What follows belongs to an exercise in optimizing a design on an open flow for small area; a production flow would make more cautious choices.
Only simulation tests tie the RTL to the original design; equivalence was not proved.
The flow treats the clock pin as an ideal source. Dropping or thinning the clock tree relies on that and would not hold on a real chip.
Power figures rest on the tool's default switching activity, not on a simulated workload.

==> flow/design.v <==
module uart_core
#(
	parameter DATA_BITS=8
	,parameter BAUD_BITS=16
	,parameter ERR_BITS=2
	,parameter UART_ADDR_BITS=8
	,parameter UART_DATA_BITS=32
)
(
	input wire clk  
	,input wire nRst  
	,input wire [UART_ADDR_BITS-1:0] addrIn  
	,input wire [UART_DATA_BITS-1:0] dataIn  
	,output wire [UART_DATA_BITS-1:0] dataOut  
	,input wire wr  
	,input wire valid  
	,output wire ready  
	,output wire irq  
	,output reg uartTxLine  
	,input wire uartRxLine  
);
	wire a00=(addrIn==8'h00);
	wire a04=(addrIn==8'h04);
	wire a08=(addrIn==8'h08);
	wire a0C=(addrIn==8'h0C);
	wire a10=(addrIn==8'h10);
	wire a14=(addrIn==8'h14);
	wire a18=(addrIn==8'h18);
	wire a1C=(addrIn==8'h1C);
	wire a24=(addrIn==8'h24);
	wire aOther=~(a00|a04|a08|a0C|a10|a14|a18|a1C|a24);
	wire wv=valid&wr;
	reg [7:0] txData;	 
	reg txStart;
	reg enTx;
	reg enRx;
	reg testMode;
	reg cfgParity;
	reg cfgStop;
	reg cfgOs;
	reg [15:1] cfgDiv;
	reg rstTxIn,rstTxD,rstTx;
	reg rstRxIn,rstRxD,rstRx;
	reg [7:0] intMask;
	reg [3:0] intClr;
	reg txBusyIntr;
	reg [7:0] dOut;
	reg [3:0] intPend;
	localparam TX_IDLE=4'd14;
	reg [3:0] txc;
	reg txPar;
	wire txBusy=(txc!=TX_IDLE);
	wire txBusyAll=txBusy|txStart;
	localparam RX_IDLE=4'd15;
	reg [3:0] rxc;
	reg [7:0] rxData;
	reg rxPar;
	reg rxR1,rxR2;
	reg rxOsStart;
	reg [1:0] rxErr;
	wire rxBusy=(rxc!=RX_IDLE);
	wire rxReady=rxR1^rxR2;
	assign ready=1'b1;
	assign dataOut={24'd0,dOut};
	assign irq=|intPend;
	wire txWrite=wv&a00&enTx;
	always @(posedge clk)
		if(txWrite&~txBusyAll)
			txData<=dataIn[7:0];
	always @(posedge clk)
	begin
		rstTxD<=rstTxIn;
		rstRxD<=rstRxIn;
		txBusyIntr<=txWrite&txBusyAll;
		intClr<=(wv&a24)? dataIn[3:0]:4'd0;
		if(wv&a08&~(txBusy|rxBusy))
		begin
			cfgOs<=dataIn[16];
			cfgParity<=dataIn[17];
			cfgStop<=dataIn[18];
		end
	end
	always @(posedge clk,negedge nRst)
	begin
		if(~nRst)
		begin
			txStart<=0;
			enTx<=0;
			enRx<=0;
			testMode<=0;
			cfgDiv<=0;
			rstTxIn<=0;
			rstTx<=1;
			rstRxIn<=0;
			rstRx<=1;
			intMask<=0;
			dOut<=0;
			intPend<=0;
		end
		else
		begin
			rstTx<=rstTxIn&~rstTxD;
			rstRx<=rstRxIn&~rstRxD;
			if(txWrite&~txBusyAll)
				txStart<=1;
			else if(txBusy)
				txStart<=0;
			intPend<=(~intClr)&(intPend|(intMask[3:0]&{txBusyIntr,rxErr,rxReady}));
			if(wv&a08&~(txBusy|rxBusy))
				cfgDiv<=dataIn[15:1];
			if(wv&a0C)
			begin
				if(dataIn[0])
					enTx<=1;
				else if(~txBusy)
					enTx<=0;
				if(dataIn[1])
					enRx<=1;
				else if(~rxBusy)
					enRx<=0;
				testMode<=&dataIn[2:0];
			end
			if(wv&a10)
			begin
				rstTxIn<=~dataIn[0];
				rstRxIn<=~dataIn[1];
			end
			if(wv&a1C)
				intMask<=dataIn[7:0];
			if(valid)
			begin
				if(aOther)
					dOut<=8'd0;
				else if(~wr)
				begin
					if(a04&enRx)
						dOut<=rxData&{8{rxR1}};
					else if(a0C)
						dOut<={3'd0,testMode,rstRx,rstTx,enRx,enTx};
					else if(a14)
						dOut<={5'd0,rxReady,rxBusy,txBusyAll};
					else if(a18)
						dOut<={4'd0,intPend};
					else if(a1C)
						dOut<=intMask;
				end
			end
		end
	end
	reg [15:0] bCnt;
	reg bLevel;
	reg [3:0] bTx;
	reg bFirst;
	wire [14:0] half=cfgDiv[15:1];
	wire [16:0] bInc={1'b0,bCnt}+17'd1;
	wire bWrap=(half!=15'd0)&(bInc>={2'b0,half});
	wire tickRx=bWrap&~bLevel;
	wire tickTx=tickRx&(cfgOs? (bTx==4'b0111):(bTx[2:0]==3'b011));
	wire bClr=bWrap|bFirst;
	always @(posedge clk)
	begin
		bCnt<=(bInc[15:0]&{16{~bClr}})|{15'd0,bFirst};
		bLevel<=~bFirst&(bLevel^bWrap);
	end
	always @(posedge clk,negedge nRst)
	begin
		if(~nRst)
		begin
			bFirst<=1;
			bTx<=0;
		end
		else
		begin
			bFirst<=0;
			if(tickRx)
				bTx<=bTx+4'd1;
		end
	end
	wire txBit=txData[txc[2:0]];
	always @(posedge clk)
		if(tickTx)
		begin
			if(txc==4'd15)
				txPar<=cfgParity;
			else if(~txc[3])
				txPar<=txPar^txBit;
		end
	always @(posedge clk,negedge nRst)
	begin
		if(~nRst)
		begin
			txc<=TX_IDLE;
			uartTxLine<=1;
		end
		else if(rstTx)
		begin
			txc<=TX_IDLE;
			uartTxLine<=1;
		end
		else if(tickTx)
		begin
			case(txc)
				4'd14: begin
					uartTxLine<=1;
					if(txStart)
						txc<=4'd15;
				end
				4'd15: begin
					uartTxLine<=0;
					txc<=4'd0;
				end
				4'd8: begin
					uartTxLine<=txPar;
					txc<=4'd9;
				end
				4'd9: begin
					uartTxLine<=1;
					txc<=4'd10;
				end
				4'd10: begin
					txc<=cfgStop? 4'd11:TX_IDLE;
				end
				4'd11,4'd12,4'd13: begin
					txc<=TX_IDLE;
				end
				default: begin
					uartTxLine<=txBit;
					txc<=txc+4'd1;
				end
			endcase
		end
	end
	wire rxLine=testMode? uartTxLine:uartRxLine;
	reg [4:0] osCnt;
	reg osOp;		 
	reg osM0,osM1,osM2;
	reg osReady;
	reg osFirst;
	wire osActive=rxOsStart|osReady;
	wire sBit=(osM0&osM1)|(osM1&osM2)|(osM2&osM0);
	wire [4:0] smb=osFirst? (osOp? 5'd15:5'd7):(osOp? 5'd7:5'd3);
	wire osAtM1=(osCnt==smb-5'd1);
	wire osAtMid=(osCnt==smb);
	wire osAtP1=(osCnt==smb+5'd1);
	always @(posedge clk)
		if(tickRx)
			osOp<=cfgOs;
	always @(posedge clk)
		if(tickRx&osActive&osAtMid)
			osM1<=rxLine;
	always @(posedge clk)
	begin
		if(rstRx)
		begin
			osCnt<=0;
			osM0<=0;
			osM2<=0;
			osReady<=0;
			osFirst<=0;
		end
		else if(tickRx&osActive)
		begin
			if(osAtM1)
				osM0<=rxLine;
			if(osAtP1)
				osM2<=rxLine;
			if(osAtMid)
			begin
				osReady<=1;
				osCnt<=0;
				osFirst<=1;
			end
			else
			begin
				osReady<=0;
				osCnt<=osCnt+5'd1;
			end
		end
	end
	always @(posedge clk)
	begin
		if(rstRx)
		begin
			rxOsStart<=0;
			rxErr<=0;
		end
		else if(tickRx)
		begin
			if(rxc==RX_IDLE)
			begin
				if(~rxLine)
				begin
					rxOsStart<=1;
					if(osReady&~sBit)
						rxErr<=0;
				end
			end
			else if(rxc>=4'd10)
			begin
				if(rxPar)
					rxErr<=2'd1;
				else if(osReady&(rxc<(cfgStop? 4'd12:4'd11))&~sBit)
					rxErr<=2'd2;
			end
		end
	end
	always @(posedge clk)
		if(tickRx&osReady&(rxc<4'd8))
			rxData<={sBit,rxData[7:1]};
	always @(posedge clk)
		if(tickRx)
		begin
			if(rxc==RX_IDLE)
				rxPar<=0;
			else if(rxc==4'd9)
				rxPar<=rxPar^cfgParity;
			else if(osReady&(rxc<4'd9))
				rxPar<=rxPar^sBit;
		end
	always @(posedge clk,negedge nRst)
	begin
		if(~nRst)
		begin
			rxc<=RX_IDLE;
			rxR1<=0;
			rxR2<=0;
		end
		else if(rstRx)
		begin
			rxc<=RX_IDLE;
			rxR1<=0;
			rxR2<=0;
		end
		else if(tickRx)
		begin
			rxR2<=rxR1;
			if(rxc==RX_IDLE)
			begin
				if(~rxLine)
				begin
					if(osReady&~sBit)
					begin
						rxc<=4'd0;
						rxR1<=0;
						rxR2<=0;
					end
				end
			end
			else if(rxc<4'd9)
			begin
				if(osReady)
					rxc<=rxc+4'd1;
			end
			else if(rxc==4'd9)
				rxc<=4'd10;
			else
			begin
				if(rxPar)
				begin
					rxc<=RX_IDLE;
				end
				else if(osReady)
				begin
					if(rxc<(cfgStop? 4'd12:4'd11))
					begin
						if(sBit)
							rxc<=rxc+4'd1;
						else
							rxc<=RX_IDLE;
					end
					else
					begin
						rxR1<=1;
						rxc<=RX_IDLE;
					end
				end
			end
		end
	end
endmodule
clock: 10.0 ns
lec_check: 0
cap_margin: 0
core_margin: 2
core_utilization: 50
gpl_timing_driven: 0
slew_margin: 0
standard.sh (not shown) runs the stock make flow with config.mk's settings and CLKGATE_MAP_FILE= SYNTH_SCRIPT=/design/flow/synth_recipe.tcl, a recipe that flattens the netlist after the stock synthesis.
==> flow/flow/run.sh <==
#!/bin/bash
# Own layout flow: the standard flow (standard.sh) with these changes:
#  1. after the standard synthesis, the combinational logic is re-mapped by
#     ABC for area (flow/remap.ys); every register keeps its instance, name
#     and cell type from the standard synthesis;
#  2. port buffers are sky130_fd_sc_hd__buf_1 instead of the default choice;
#  3. a small clock tree of its own in place of TritonCTS (flow/cts.tcl):
#     the clock port drives 4 clkbuf_16, each feeding a cluster of flip-flops;
#  4. constant outputs share the synthesis's tie cells (SKIP_REPAIR_TIE_FANOUT).
# Each tool's output goes to a log file in the work folder.
set -euo pipefail
W=$(pwd)
R=$W/orfs/results/$FLOW_PLATFORM/uart_core/base
LIB=$FLOW_HOME/platforms/$FLOW_PLATFORM/lib/sky130_fd_sc_hd__tt_025C_1v80.lib
YOSYS=${YOSYS_EXE:-$(command -v yosys || echo "$FLOW_HOME/../tools/install/yosys/bin/yosys")}
export BUFFER_PORTS_ARGS="-buffer_cell sky130_fd_sc_hd__buf_1"
export SKIP_REPAIR_TIE_FANOUT=1

bash standard.sh synth > "$W/flow_1_synth.log" 2>&1

cp "$R/1_2_yosys.v" "$W/1_2_yosys_standard.v"
MAP="strash;dch,-f;amap;strash;dch,-f;amap;strash;dch,-f;amap;topo"
SCRIPTS=(
  "$MAP"
  "rewrite,-z;refactor,-z;rewrite,-z;$MAP"
  "rewrite,-z;refactor,-z;resub,-z;rewrite,-z;$MAP"
  "rewrite,-z;refactor,-z;resub,-z;rewrite,-z;resub,-z;refactor,-z;rewrite,-z;$MAP"
  "rewrite,-z;refactor,-z;resub,-z;rewrite,-z;resub,-K,8,-N,2,-z;refactor,-z;resub,-K,10,-N,2,-z;rewrite,-z;$MAP"
  "rewrite,-z;refactor,-z;rewrite,-z;rewrite,-z;refactor,-z;rewrite,-z;$MAP"
  "dch,-f;if,-K,4;mfs2,-a;strash;rewrite,-z;refactor,-z;$MAP"
)
# each script is checked by ABC's own equivalence check (cec) against its input
best=""; bestArea=""
for i in "${!SCRIPTS[@]}"; do
  sed -e "s#@LIB@#$LIB#g" -e "s#@IN@#$W/1_2_yosys_standard.v#" -e "s#@OUT@#$W/remap_$i.v#" \
    -e "s#@SCRIPT@#+strash;write_blif,$W/remap_in_$i.blif;${SCRIPTS[$i]};cec,$W/remap_in_$i.blif#" \
    "$W/flow/remap.ys" > "$W/remap_$i.ys"
  if "$YOSYS" -s "$W/remap_$i.ys" > "$W/flow_2_remap_$i.log" 2>&1 && [[ -s "$W/remap_$i.v" ]] \
    && grep -q "Networks are equivalent" "$W/flow_2_remap_$i.log" \
    && ! grep -qi "not equivalent" "$W/flow_2_remap_$i.log"; then
    a=$(python3 "$W/flow/area.py" "$LIB" "$W/remap_$i.v")
    echo "remap script $i: area $a" >> "$W/flow_2_remap.log"
    if [[ -z "$bestArea" ]] || python3 -c "import sys; sys.exit(0 if $a < $bestArea else 1)"; then
      best=$i; bestArea=$a
    fi
  fi
done
echo "kept remap script $best: area $bestArea" >> "$W/flow_2_remap.log"
[[ -n "$best" ]]
cp "$W/remap_$best.v" "$W/1_2_yosys_remap.v"
cp "$W/1_2_yosys_remap.v" "$R/1_2_yosys.v"
touch "$R/1_2_yosys.v"

bash standard.sh place > "$W/flow_3_place.log" 2>&1

MCTS_RESULTS="$R" MCTS_LIB="$LIB" MCTS_NBUF=4 MCTS_BUF=sky130_fd_sc_hd__clkbuf_16 MCTS_CLK=clk \
  openroad -no_init -exit "$W/flow/cts.tcl" > "$W/flow_4_cts.log" 2>&1
cp "$R/4_1_cts.odb" "$R/4_cts.odb"
touch "$R/4_cts.sdc"

bash standard.sh > "$W/flow_5_layout.log" 2>&1
Other scripts of this flow, unchanged in this note and not shown: flow/flow/area.py, flow/flow/cts.tcl, flow/flow/cts_manual.tcl, flow/flow/remap.ys
The baseline produced a clean layout.
Rerun with:
--- a/flow/flow/run.sh
+++ b/flow/flow/run.sh
@@ -29,12 +29,24 @@
   "rewrite,-z;refactor,-z;rewrite,-z;rewrite,-z;refactor,-z;rewrite,-z;$MAP"
   "dch,-f;if,-K,4;mfs2,-a;strash;rewrite,-z;refactor,-z;$MAP"
+  "rewrite,-z;refactor,-z;resub,-z;rewrite,-z;&get,-n;&deepsyn,-J,300,-S,0;&put;$MAP"
+  "rewrite,-z;refactor,-z;resub,-z;rewrite,-z;&get,-n;&deepsyn,-J,300,-S,1;&put;$MAP"
+  "rewrite,-z;refactor,-z;resub,-z;rewrite,-z;&get,-n;&deepsyn,-J,300,-S,2;&put;$MAP"
+  "rewrite,-z;refactor,-z;resub,-z;rewrite,-z;&get,-n;&deepsyn,-J,300,-S,3;&put;$MAP"
+  "&get,-n;&deepsyn,-J,300,-S,0;&put;$MAP"
+  "&get,-n;&deepsyn,-J,300,-S,1;&put;$MAP"
 )
 # each script is checked by ABC's own equivalence check (cec) against its input
 best=""; bestArea=""
+# the scripts run in parallel, NUM_CORES at a time
 for i in "${!SCRIPTS[@]}"; do
+  script="+strash;write_blif,$W/remap_in_$i.blif;${SCRIPTS[$i]};cec,$W/remap_in_$i.blif"
   sed -e "s#@LIB@#$LIB#g" -e "s#@IN@#$W/1_2_yosys_standard.v#" -e "s#@OUT@#$W/remap_$i.v#" \
-    -e "s#@SCRIPT@#+strash;write_blif,$W/remap_in_$i.blif;${SCRIPTS[$i]};cec,$W/remap_in_$i.blif#" \
-    "$W/flow/remap.ys" > "$W/remap_$i.ys"
-  if "$YOSYS" -s "$W/remap_$i.ys" > "$W/flow_2_remap_$i.log" 2>&1 && [[ -s "$W/remap_$i.v" ]] \
+    -e "s#@SCRIPT@#${script//&/\\&}#" "$W/flow/remap.ys" > "$W/remap_$i.ys"
+  while (( $(jobs -rp | wc -l) >= ${NUM_CORES:-4} )); do sleep 1; done
+  ( "$YOSYS" -s "$W/remap_$i.ys" > "$W/flow_2_remap_$i.log" 2>&1; echo $? > "$W/remap_$i.rc" ) &
+done
+wait
+for i in "${!SCRIPTS[@]}"; do
+  if [[ "$(cat "$W/remap_$i.rc")" == 0 ]] && [[ -s "$W/remap_$i.v" ]] \
     && grep -q "Networks are equivalent" "$W/flow_2_remap_$i.log" \
     && ! grep -qi "not equivalent" "$W/flow_2_remap_$i.log"; then
--- a/flow/config.mk
+++ b/flow/config.mk
@@ -8,5 +8,5 @@
 export CAP_MARGIN = 0
 export CORE_MARGIN = 2
-export CORE_UTILIZATION = 50
+export CORE_UTILIZATION = 60
 export GPL_TIMING_DRIVEN = 0
 export SLEW_MARGIN = 0
The new run went through all stages and came out clean.
Synthesized area went down by 2.2%.
Combinational power went up to 3.2 times its value.
Die area went down by 18%.
Power went up by 26%.
Via count went down by 4.1%.
Worst setup slack improved by 360 ps.
Routed wire length went down by 5.9%.
Sequential cell count stays the same.
Sequential share of layout area went up by 1.5 points.
Final cell count went down by 8.3%.
Rerun with:
--- a/flow/flow/run.sh
+++ b/flow/flow/run.sh
@@ -29,24 +29,12 @@
   "rewrite,-z;refactor,-z;rewrite,-z;rewrite,-z;refactor,-z;rewrite,-z;$MAP"
   "dch,-f;if,-K,4;mfs2,-a;strash;rewrite,-z;refactor,-z;$MAP"
-  "rewrite,-z;refactor,-z;resub,-z;rewrite,-z;&get,-n;&deepsyn,-J,300,-S,0;&put;$MAP"
-  "rewrite,-z;refactor,-z;resub,-z;rewrite,-z;&get,-n;&deepsyn,-J,300,-S,1;&put;$MAP"
-  "rewrite,-z;refactor,-z;resub,-z;rewrite,-z;&get,-n;&deepsyn,-J,300,-S,2;&put;$MAP"
-  "rewrite,-z;refactor,-z;resub,-z;rewrite,-z;&get,-n;&deepsyn,-J,300,-S,3;&put;$MAP"
-  "&get,-n;&deepsyn,-J,300,-S,0;&put;$MAP"
-  "&get,-n;&deepsyn,-J,300,-S,1;&put;$MAP"
 )
 # each script is checked by ABC's own equivalence check (cec) against its input
 best=""; bestArea=""
-# the scripts run in parallel, NUM_CORES at a time
 for i in "${!SCRIPTS[@]}"; do
-  script="+strash;write_blif,$W/remap_in_$i.blif;${SCRIPTS[$i]};cec,$W/remap_in_$i.blif"
   sed -e "s#@LIB@#$LIB#g" -e "s#@IN@#$W/1_2_yosys_standard.v#" -e "s#@OUT@#$W/remap_$i.v#" \
-    -e "s#@SCRIPT@#${script//&/\\&}#" "$W/flow/remap.ys" > "$W/remap_$i.ys"
-  while (( $(jobs -rp | wc -l) >= ${NUM_CORES:-4} )); do sleep 1; done
-  ( "$YOSYS" -s "$W/remap_$i.ys" > "$W/flow_2_remap_$i.log" 2>&1; echo $? > "$W/remap_$i.rc" ) &
-done
-wait
-for i in "${!SCRIPTS[@]}"; do
-  if [[ "$(cat "$W/remap_$i.rc")" == 0 ]] && [[ -s "$W/remap_$i.v" ]] \
+    -e "s#@SCRIPT@#+strash;write_blif,$W/remap_in_$i.blif;${SCRIPTS[$i]};cec,$W/remap_in_$i.blif#" \
+    "$W/flow/remap.ys" > "$W/remap_$i.ys"
+  if "$YOSYS" -s "$W/remap_$i.ys" > "$W/flow_2_remap_$i.log" 2>&1 && [[ -s "$W/remap_$i.v" ]] \
     && grep -q "Networks are equivalent" "$W/flow_2_remap_$i.log" \
     && ! grep -qi "not equivalent" "$W/flow_2_remap_$i.log"; then
After rerunning: The new run went through all stages and came out clean; worst setup slack got worse by 160 ps; synthesized cell count grows by 6.4%; register-to-register slack got worse by 70 ps; die area grows by 2.1%; wire length grows by 5.2%; sequential share of layout area shrinks by 1.1 points; hold slack stays flat; cell count grows by 4.9%; power shrinks by 21%; combinational power shrinks by 69%.
In every run of this note, the design's own scripts or RTL, not TritonCTS, make the clock network.

==> afterwards: timing with drivers on the ports <==
The results above use ideal ports. As a check the final layouts listed here were re-extracted and re-timed, cells and wires unchanged.
Step 1: set_driving_cell puts a clkbuf_16 on clk and a buf_2 on each other input, an assumption about the parent block.
Step 2, shift: input delay + t, output delay - t, t = (earliest + latest rising clock arrival at the registers) / 2. This alone moves slack from input paths to output paths.
a / b / c = ideal / step 1 / step 2; a / b = the first two.
run	t, ns	setup slack, ns	worst slew at a driven data input, ns	pins driven straight from the clock port
the first run	0.248	4.505 / 4.505 / 4.505	0.03	4
the second run	0.250	4.865 / 4.865 / 4.865	0.04	4
the third run	0.247	4.703 / 4.766 / 4.519	0.03	4
After both steps every run listed still meets setup and hold. For the third run, which loses most, drivers alone change the setup slack by +0.063 ns; drivers and shift together by -0.184 ns.
